What follows belongs to an exercise in optimizing a design on an open flow for small area and a short achievable clock period; a production flow would make more cautious choices.
At most, simulation tests tie the RTL to the original design; equivalence was not proved.

==> raven <==
## tta16
module tta16 (
	input		cpu_clk_i,
	input		cpu_rst_i,
	output	reg		wb_cyc_o,
	output	reg	[1:0]	wb_stb_o,
	output	reg		wb_we_o,
	input			wb_ack_i,
	input			wb_rty_i,
	input			wb_err_i,
	output		[2:0]	wb_cti_o,
	output		[1:0]	wb_bte_o,
	output		[22:0]	wb_adr_o,
	output		[1:0]	wb_sel_o,
	output		[15:0]	wb_dat_o,
	input		[1:0]	wb_sel_i,
	input		[15:0]	wb_dat_i,
	output			imem_en_o,
	output	reg	[9:0]	imem_adr_o,
	input		[31:0]	imem_dat_i,
	output	reg	[1:0]	imem_we_o,
	output		[9:0]	imem_wadr_o,
	output	reg	[15:0]	imem_wdat_o
);
reg		run;		 
reg	[15:0]	rf[15:0];
reg	[15:0]	t_reg0, t_reg1;
reg	[9:0]	pc_prev;
reg		t_bra;
reg	[9:0]	iadr;
reg	[6:0]	rseg, wseg;
reg	[15:0]	t_data_a, t_data_b, t_data_c, t_com;
reg		t_rad, t_wad;			 
reg		t_sub, t_bits;			 
reg	[1:0]	t_mode;				 
reg		t_reg, t_mul, t_msr;		 
reg		x_zf, x_bf;
reg	[15:0]	x_diff, x_bits, x_mem;
reg	[95:0]	x_prod;				 
reg	[22:0]	wb_adr;
reg	[15:0]	wb_dat;
wire	[31:0]	instr	= imem_dat_i;
wire	[1:0]	f_src_a	= instr[31:30];
wire	[2:0]	f_dst_a	= instr[29:27];
wire	[1:0]	f_src_b	= instr[26:25];
wire	[2:0]	f_dst_b	= instr[24:22];
wire	[1:0]	f_src_c	= instr[21:20];
wire	[1:0]	f_dst_c	= instr[19:18];
wire	[2:0]	f_com	= instr[17:15];
wire	[3:0]	f_reg1	= instr[14:11];
wire	[3:0]	f_reg0	= {instr[14], instr[10:8]};
wire	[15:0]	f_immed	= {{9{instr[7]}}, instr[6:0]};
wire	[15:0]	f_limm	= {{6{instr[10]}}, instr[9:0]};
wire	[9:0]	pc_next	= {pc_prev[8:1], pc_prev[0]^pc_prev[3], pc_prev[9]};
wire	[9:0]	pc	= imem_adr_o;	 
wire	[31:0]	prod;
mul16_add MULADD (
	.r	(x_prod),
	.p	(prod)
);
assign	wb_cti_o	= 3'b000;
assign	wb_bte_o	= 2'b00;
assign	wb_sel_o	= 2'b11;
assign	wb_adr_o	= wb_adr;
assign	wb_dat_o	= wb_dat;
assign	imem_en_o	= run;
assign	imem_wadr_o	= iadr;
  ...
export LEC_CHECK = 0
export ABC_AREA = 1
export CAP_MARGIN = 20
export CORE_MARGIN = 2
export CORE_UTILIZATION = 40
export PLACE_DENSITY = 0.6
export SETUP_SLACK_MARGIN = 4.65
export SLEW_MARGIN = 20
create_clock -name core_clock -period 8.0 [get_ports {cpu_clk_i}]
standard.sh (not shown) runs the stock make flow with config.mk's settings and CLKGATE_MAP_FILE= SYNTH_SCRIPT=/design/flow/synth_recipe.tcl, a recipe that flattens the netlist after the stock synthesis.
==> flow/flow/run.sh <==
#!/bin/bash
# The standard layout, with faster port buffers (buf_2 in place of the
# delay-buffer cell buffer_ports picks by default), which the resizer may
# then size as usual.
set -euo pipefail
export BUFFER_PORTS_ARGS="-buffer_cell sky130_fd_sc_hd__buf_2"
bash standard.sh > standard.log 2>&1
==> inputs of sierra, as changes to raven <==
--- a/flow/design.v
+++ b/flow/design.v
@@ -646,14 +646,20 @@
 always @(posedge cpu_clk_i)
 	if (run && t_reg)	rf[f_reg1]	<= t_data_c;
 always @(posedge cpu_clk_i)
 	if (cpu_rst_i)		x_bf	<= 0;
 	else if (run && t_sub)	{x_bf, x_diff}	<= {1'b0, t_com} - {1'b0, t_data_b};
+reg	[15:0]	mul_a, mul_b;
+always @(posedge cpu_clk_i)
+	if (run && f_dst_c == 2'd2) begin
+		mul_a	<= data_c;
+		mul_b	<= com;
+	end
 wire	[95:0]	mul_r;
 mul16_cs MUL (
-	.a	(t_data_c),
-	.b	(t_com),
+	.a	(mul_a),
+	.b	(mul_b),
 	.r	(mul_r)
 );
 always @(posedge cpu_clk_i)
 	if (run && t_mul)	x_prod	<= mul_r;
 reg	[15:0]	bits_n;
==> flow/flow/run.sh (replaced) <==
#!/bin/bash
# The standard layout, with faster port buffers (buf_4 in place of the
# delay-buffer cell buffer_ports picks by default), which the resizer may
# then size as usual.
set -euo pipefail
export BUFFER_PORTS_ARGS="-buffer_cell sky130_fd_sc_hd__buf_4"
bash standard.sh > standard.log 2>&1
Settings changed: ABC_AREA 1 to unset, ABC_CLOCK_PERIOD_IN_PS set to 3500, SETUP_SLACK_MARGIN 4.65 to 4.5.
==> inputs of lagoon, as changes to raven <==
--- a/flow/design.v
+++ b/flow/design.v
@@ -492,11 +492,11 @@
 `timescale 1ns/100ps
 module tta16 (
 	input		cpu_clk_i,
 	input		cpu_rst_i,
 	output	reg		wb_cyc_o,
-	output	reg	[1:0]	wb_stb_o,
+	output		[1:0]	wb_stb_o,
 	output	reg		wb_we_o,
 	input			wb_ack_i,
 	input			wb_rty_i,
 	input			wb_err_i,
 	output		[2:0]	wb_cti_o,
@@ -505,15 +505,15 @@
 	output		[1:0]	wb_sel_o,
 	output		[15:0]	wb_dat_o,
 	input		[1:0]	wb_sel_i,
 	input		[15:0]	wb_dat_i,
 	output			imem_en_o,
-	output	reg	[9:0]	imem_adr_o,
+	output		[9:0]	imem_adr_o,
 	input		[31:0]	imem_dat_i,
-	output	reg	[1:0]	imem_we_o,
+	output		[1:0]	imem_we_o,
 	output		[9:0]	imem_wadr_o,
-	output	reg	[15:0]	imem_wdat_o
+	output		[15:0]	imem_wdat_o
 );
 reg		run;		 
 reg	[15:0]	rf[15:0];
 reg	[15:0]	t_reg0, t_reg1;
 reg	[9:0]	pc_prev;
@@ -541,111 +541,88 @@
 wire	[3:0]	f_reg1	= instr[14:11];
 wire	[3:0]	f_reg0	= {instr[14], instr[10:8]};
 wire	[15:0]	f_immed	= {{9{instr[7]}}, instr[6:0]};
 wire	[15:0]	f_limm	= {{6{instr[10]}}, instr[9:0]};
 wire	[9:0]	pc_next	= {pc_prev[8:1], pc_prev[0]^pc_prev[3], pc_prev[9]};
-wire	[9:0]	pc	= imem_adr_o;	 
+wire	[9:0]	pc	= t_bra ? t_data_a[9:0] : pc_next;
 wire	[31:0]	prod;
 mul16_add MULADD (
 	.r	(x_prod),
 	.p	(prod)
 );
 assign	wb_cti_o	= 3'b000;
 assign	wb_bte_o	= 2'b00;
 assign	wb_sel_o	= 2'b11;
 assign	wb_adr_o	= wb_adr;
 assign	wb_dat_o	= wb_dat;
+assign	wb_stb_o	= {wb_adr[22], ~wb_adr[22]};
 assign	imem_en_o	= run;
+assign	imem_adr_o	= pc;
+assign	imem_we_o	= {run & t_msr & (t_data_c[2:0] == 3'd5),
+			   run & t_msr & (t_data_c[2:0] == 3'd4)};
 assign	imem_wadr_o	= iadr;
+assign	imem_wdat_o	= t_com;
 wire	mem_op	= (f_dst_a == 3'd2 || f_dst_a == 3'd3);
 always @(posedge cpu_clk_i)
 	if (cpu_rst_i)		run	<= 1;
 	else if (wb_ack_i)	run	<= 1;
 	else if (mem_op)	run	<= 0;
-reg	[15:0]	rd0, rd1;
-integer	k;
-always @(*) begin
-	rd0	= 16'd0;
-	rd1	= 16'd0;
-	for (k = 0; k < 16; k = k + 1) begin
-		rd0	= rd0 | (rf[k] & {16{f_reg0 == k}});
-		rd1	= rd1 | (rf[k] & {16{f_reg1 == k}});
-	end
-end
-reg	[15:0]	data_a, data_c, com;
-always @(*) begin
-	case (f_src_a)
-	0:	data_a	= t_com;
-	1:	data_a	= f_limm;
-	2:	data_a	= t_reg0;
-	3:	data_a	= x_mem;
-	endcase
-	case (f_src_c)
-	0:	data_c	= t_com;
-	1:	data_c	= x_diff;
-	2:	data_c	= t_reg1;
-	3:	data_c	= {6'd0, pc_next};
-	endcase
-	case (f_com)
-	0:	com	= t_com;
-	1:	com	= f_immed;
-	2:	com	= t_reg1;
-	3:	com	= x_mem;
-	4:	com	= x_diff;
-	5:	com	= x_bits;
-	6:	com	= prod[15:0];
-	7:	com	= prod[31:16];
-	endcase
-end
 always @(posedge cpu_clk_i)
 	if (run) begin
-		t_data_a	<= data_a;
-		t_data_c	<= data_c;
-		t_com		<= com;
+		case (f_src_a)
+		0:	t_data_a	<= t_com;
+		1:	t_data_a	<= f_limm;
+		2:	t_data_a	<= t_reg0;
+		3:	t_data_a	<= x_mem;
+		endcase
 		case (f_src_b)
 		0:	t_data_b	<= t_com;
 		1:	t_data_b	<= f_immed;
 		2:	t_data_b	<= t_reg0;
 		3:	t_data_b	<= x_mem;
 		endcase
+		case (f_src_c)
+		0:	t_data_c	<= t_com;
+		1:	t_data_c	<= x_diff;
+		2:	t_data_c	<= t_reg1;
+		3:	t_data_c	<= {6'd0, pc_next};
+		endcase
+		case (f_com)
+		0:	t_com	<= t_com;
+		1:	t_com	<= f_immed;
+		2:	t_com	<= t_reg1;
+		3:	t_com	<= x_mem;
+		4:	t_com	<= x_diff;
+		5:	t_com	<= x_bits;
+		6:	t_com	<= prod[15:0];
+		7:	t_com	<= prod[31:16];
+		endcase
 		t_sub	<= (f_dst_b == 3'd1 || f_dst_b == 3'd2);
 		t_bits	<= (f_dst_b == 3'd3 || f_dst_b[2]);
 		t_mode	<= f_dst_b[1:0];
 		t_reg	<= (f_dst_c == 2'd1);
 		t_mul	<= (f_dst_c == 2'd2);
 		t_msr	<= (f_dst_c == 2'd3);
-		t_reg0	<= rd0;
-		t_reg1	<= rd1;
+		t_reg0	<= rf[f_reg0];
+		t_reg1	<= rf[f_reg1];
 	end
 always @(posedge cpu_clk_i) begin
 	t_rad	<= run & (f_dst_a == 3'd2);
 	t_wad	<= run & (f_dst_a == 3'd3);
 end
 wire	jmp	= (f_dst_a == 3'd1) ||
 		  (f_dst_a == 3'd5 && !x_bf) ||
 		  (f_dst_a == 3'd4 && x_bf) ||
 		  (f_dst_a == 3'd7 && !x_zf) ||
 		  (f_dst_a == 3'd6 && x_zf);
-wire	bra	= !t_bra && jmp;
 always @(posedge cpu_clk_i)
 	if (cpu_rst_i)		t_bra	<= 0;
-	else if (run)		t_bra	<= bra;
+	else if (run)		t_bra	<= !t_bra && jmp;
 always @(posedge cpu_clk_i)
 	if (cpu_rst_i)		pc_prev	<= 10'd1;
 	else if (run)		pc_prev	<= pc;
 always @(posedge cpu_clk_i)
-	if (cpu_rst_i)		imem_adr_o	<= 10'd2;
-	else if (run)		imem_adr_o	<= bra ? data_a[9:0] : {pc[8:1], pc[0]^pc[3], pc[9]};
-wire	run_n	= cpu_rst_i || wb_ack_i || (run && !mem_op);
-wire	msr_n	= run ? (f_dst_c == 2'd3) : t_msr;
-wire	[2:0]	dc_n	= run ? data_c[2:0] : t_data_c[2:0];
-always @(posedge cpu_clk_i)
-	imem_we_o	<= {run_n && msr_n && dc_n == 3'd5,
-			    run_n && msr_n && dc_n == 3'd4};
-always @(posedge cpu_clk_i)
-	if (run && f_dst_c == 2'd3)	imem_wdat_o	<= com;
-always @(posedge cpu_clk_i)
 	if (run && t_reg)	rf[f_reg1]	<= t_data_c;
 always @(posedge cpu_clk_i)
 	if (cpu_rst_i)		x_bf	<= 0;
 	else if (run && t_sub)	{x_bf, x_diff}	<= {1'b0, t_com} - {1'b0, t_data_b};
 wire	[95:0]	mul_r;
@@ -678,22 +655,20 @@
 		1:	wseg	<= t_com[6:0];
 		2:	iadr	<= t_com[9:0];
 	endcase
 always @(posedge cpu_clk_i)
 	if (cpu_rst_i)
-		{wb_we_o, wb_cyc_o, wb_stb_o}	<= 0;
+		{wb_we_o, wb_cyc_o}	<= 0;
 	else if (t_wad) begin
 		wb_cyc_o	<= 1;
 		wb_we_o		<= 1;
 		wb_adr		<= {wseg, t_data_a};
 		wb_dat		<= t_data_c;
-		wb_stb_o	<= wseg[6] ? 2'b10 : 2'b01;
 	end else if (t_rad) begin
 		wb_cyc_o	<= 1;
 		wb_we_o		<= 0;
 		wb_adr		<= {rseg, t_data_a};
-		wb_stb_o	<= rseg[6] ? 2'b10 : 2'b01;
 	end else if (wb_ack_i || wb_rty_i)
-		{wb_we_o, wb_cyc_o, wb_stb_o}	<= 0;
+		{wb_we_o, wb_cyc_o}	<= 0;
 always @(posedge cpu_clk_i)
 	if (wb_ack_i)	x_mem	<= wb_dat_i;
 endmodule	 
==> flow/run.sh (new file) <==
#!/bin/bash
# synth_recipe.tcl (not shown) runs the flow's synth.tcl, then flattens the netlist and writes it again
# the make line also repeats each setting of config.mk as NAME=value (left out here)
make -C /OpenROAD-flow-scripts/flow DESIGN_CONFIG=/design/flow/config.mk WORK_HOME=/design/flow/orfs CLKGATE_MAP_FILE= SYNTH_SCRIPT=/design/flow/synth_recipe.tcl finish
Settings changed: ABC_AREA 1 to unset, ABC_CLOCK_PERIOD_IN_PS set to 3000, SETUP_SLACK_MARGIN 4.65 to 5.
removed: flow/flow/run.sh
removed: flow/standard.sh
==> inputs of willow, as changes to raven <==
Settings changed: GPL_ROUTABILITY_DRIVEN set to 0, SETUP_SLACK_MARGIN 4.65 to 4.5.
==> comparison table <==
	lagoon	sierra	raven	willow
Starting utilization of the core area	40.3%	40.3%	40.4%	40.4%
GPL Wtd Cong	0.923	0.956	0.990	-
Required time of the critical path	8390 ps	8350 ps	8330 ps	8290 ps
Initial drt markers	4411	3852	3531	3641
Outcome	finished clean	finished clean	finished clean	finished clean
Layout inverter count without the clock tree	146	153	543	543
Global-route wire length before repair	180000 um	179000 um	177000 um	173000 um
Synthesized flop and latch total	580	642	610	610
Portion of the post-synthesis area used by sequential elements	47.7%	51.6%	52.4%	52.4%
Met2 track demand over resource	43.9%	39.6%	44.3%	42.5%
Multi-input gate share of the layout cell area	40.2%	39.3%	34.8%	34.7%
Count of buffer and inverter cells on the critical path	5	2	2	3
Layout Cell Area excl Fill	46900 um^2	42000 um^2	40100 um^2	39300 um^2
Count of cells resized by post-cts repair	536	64	76	29
Met2 WL	60800 um	55600 um	56200 um	53600 um
Fill cells	7188	8086	7794	7915
Worst-case clock skew	38.2 ps	32.9 ps	28.0 ps	29.5 ps
The RTL of sierra was laid out without a check of its function.

-- separate check: timing with driven ports --
No port has a modelled driver above. Below, the same layouts with a new extraction and two added sets of constraints. Step 1 assumes that a clkbuf_16 drives the clock port and a buf_2 every other input. Step 2 adds t to the input delays and takes it off the output delays; t is the mean of the earliest and latest rising clock arrival at the registers after step 1. Input paths then give back, and output paths get back, about the clock's delay inside the block. Three values: ideal, step 1, step 2; two values: the first two.
| run | t, ns | setup slack, ns | clock arrival spread, ns | worst data-port slew with drivers (ns) |
|---|---|---|---|---|
| raven | 0.684 | 4.561 / 4.588 / 3.915 | 0.029 / 0.028 | 0.09 |
| sierra | 0.684 | 4.419 / 4.419 / 3.818 | 0.035 / 0.034 | 0.11 |
| lagoon | 0.720 | 4.429 / 4.429 / 4.148 | 0.039 / 0.039 | 0.10 |
| willow | 0.678 | 4.480 / 4.490 / 3.811 | 0.031 / 0.031 | 0.08 |
After both steps setup and hold are still met in every run listed. For willow, which loses most, drivers alone change the setup slack by +0.010 ns; drivers and shift together by -0.669 ns.
